From an optimization exercise on the open Yosys and OpenROAD flow, aimed at small area; shortcuts taken in it are not production practice.
The RTL was checked by simulation tests, not by an equivalence proof against the original design.

Setup of build 7:
// qam_rx
module qam_rx(
    input clk,
    input reset,
    input [2:0] sw,
    input signed [17:0] rf_in,
    output signed [17:0] dec_var_i,
    output signed [17:0] dec_var_q
);
Settings: LEC_CHECK=0, CAP_MARGIN=20, CORE_MARGIN=2, CORE_UTILIZATION=70, CTS_CLUSTER_DIAMETER=80, CTS_CLUSTER_SIZE=24, PLACE_DENSITY=0.75, SLEW_MARGIN=20, SYNTH_HIERARCHICAL=1, SYNTH_MINIMUM_KEEP_SIZE=0; clock period 12.0 ns.
run.sh (not shown) runs the stock make flow with config.mk's settings and CLKGATE_MAP_FILE= SYNTH_SCRIPT=/design/flow/synth_recipe.tcl, a recipe that flattens the netlist after the stock synthesis.
Build 7 finished every stage; the final checks, however, were not passed, the failures being antenna violations.
diff inputs: build 7 => build 6
Settings: clearing PLACE_DENSITY, which used to be 0.75.
--- outcome ---
- Final checks on build 6, whose flow otherwise completed, came back failing, citing antenna violations.
- Summary of build 6 over build 7: vertical die dimension neither gained nor lost much, synthesis-to-finish area growth shows no meaningful change, global-route wire length before repair held, setup slack on the worst flop-to-flop path barely changed.
- On global-route usage, build 6 and build 7 are basically level.
- From build 7 to build 6 the numbers moved as follows: largest net degree at the start of global routing level; clock transition time at the flip-flop clock pins of the worst setup and hold paths level; routed wire length level.
- Number of max-capacitance violations reported: build 6 vs build 7 identical

========
## run A
qam_rx, a different RTL version from the one above (not shown whole).
For scale: ~17000 cells after synthesis, about 59 I/O pins, roughly 260000 um^2 of cells after synthesis.
Settings: LEC_CHECK=0, CAP_MARGIN=20, CORE_MARGIN=2, CORE_UTILIZATION=76, CTS_CLUSTER_DIAMETER=80, CTS_CLUSTER_SIZE=24, SLEW_MARGIN=20, SYNTH_HIERARCHICAL=1, SYNTH_MINIMUM_KEEP_SIZE=0; clock period 12.0 ns.
Looking at the reports, run A completed the entire flow and the layout it produced met the timing, DRC and antenna checks.
For run C, these inputs were changed with respect to run A:
# run A
export LEC_CHECK = 0
export CAP_MARGIN = 20
export CORE_MARGIN = 2
export CORE_UTILIZATION = 76
export CTS_CLUSTER_DIAMETER = 80
export CTS_CLUSTER_SIZE = 24
export SLEW_MARGIN = 20
export SYNTH_HIERARCHICAL = 1
export SYNTH_MINIMUM_KEEP_SIZE = 0
create_clock -name core_clock -period 12.0 [get_ports {clk}]
# run C
export LEC_CHECK = 0
export CAP_MARGIN = 20
export CORE_MARGIN = 2
export CORE_UTILIZATION = 70
export CTS_CLUSTER_DIAMETER = 80
export CTS_CLUSTER_SIZE = 24
export SLEW_MARGIN = 20
export SYNTH_HIERARCHICAL = 1
export SYNTH_MINIMUM_KEEP_SIZE = 0
create_clock -name core_clock -period 12.0 [get_ports {clk}]
--- outcome ---
The final layout from run C, which completed every stage, passed the timing, DRC and antenna checks at the end of the flow. As far as share of the final layout cell area in multi-input gates is concerned, run C and run A perform about the same. Comparing run A with run C, the sequential share of layout area came out essentially unchanged. Per the comparison of run C with run A, placed cell area now sits at about the same level. Via count for run C is lower than for run A. Compared run C against run A; first-iteration DRC count within noise. Taking run A as the reference, in run C met3 usage in global routing went down by 4.4 points; maximum frequency shows an increase of about 3.4%. | area of all placed cells without fillers | run C vs run A | ≈ equal |. Die area: run C worse than run A.

========
qam_rx, a different RTL version from the one above (not shown whole).
For scale: ~18000 cells after synthesis, roughly 59 I/O pins, ~270000 µm² of cells after synthesis.
export LEC_CHECK = 0
export CAP_MARGIN = 20
export CORE_MARGIN = 2
export CORE_UTILIZATION = 65
export CTS_BUF_LIST = sky130_fd_sc_hd__clkbuf_8
export CTS_CLUSTER_SIZE = 24
export SLEW_MARGIN = 20
export SYNTH_HIERARCHICAL = 1
export SYNTH_MINIMUM_KEEP_SIZE = 0
create_clock -name core_clock -period 12.0 [get_ports {clk}]
The starting point finished with timing, DRC and antenna clean.
Change:
CORE_UTILIZATION = 40   (was 65)
CTS_BUF_LIST = not set   (was sky130_fd_sc_hd__clkbuf_8)
CTS_CLUSTER_SIZE = not set   (was 24)
Final area rises by 2.1%.
Area after synthesis is unchanged.
Register-to-register slack got worse by 150 ps.
Change:
CORE_UTILIZATION = 65   (was 40)
Outcome:
- setup slack gets better by 110 ps
- non-clock buffer count decreases by 31
- utilization increases by 27 points
- wire length increases by 0.35%
- maximum frequency increases by 1.0%
- clock-buffer cell count increases by 8

-- re-timing with driven ports --
In the flow no input, the clock included, has a driving cell. The finished layouts below were timed again as built, in two steps.
Step 1, drivers: a clkbuf_16 drives clk and a buf_2 each remaining input, both assumed.
Step 2 moves the port delays by t, midway between the first and last clock arrival at a register: inputs arrive t later, outputs are due t later. That takes back most of the time a late clock gives input paths.
Three values: no drivers, after step 1, after step 2; two values: the first two.
run	t (ns)	slack for setup (ns)	clock arrival spread, ns	cell pins on the clock port's net
build 7	1.067	1.456 / 1.456 / 1.456	0.103 / 0.103	1
build 6	1.067	1.456 / 1.456 / 1.456	0.103 / 0.103	1
run A	1.107	1.406 / 1.406 / 1.406	0.060 / 0.060	1
run C	1.067	1.753 / 1.753 / 1.753	0.089 / 0.089	1
the first run of note 3	1.393	1.151 / 1.151 / 1.151	0.120 / 0.120	1
the second run of note 3	1.244	0.998 / 0.998 / 0.998	0.142 / 0.141	1
the third run of note 3	1.175	1.110 / 1.110 / 1.110	0.060 / 0.059	1
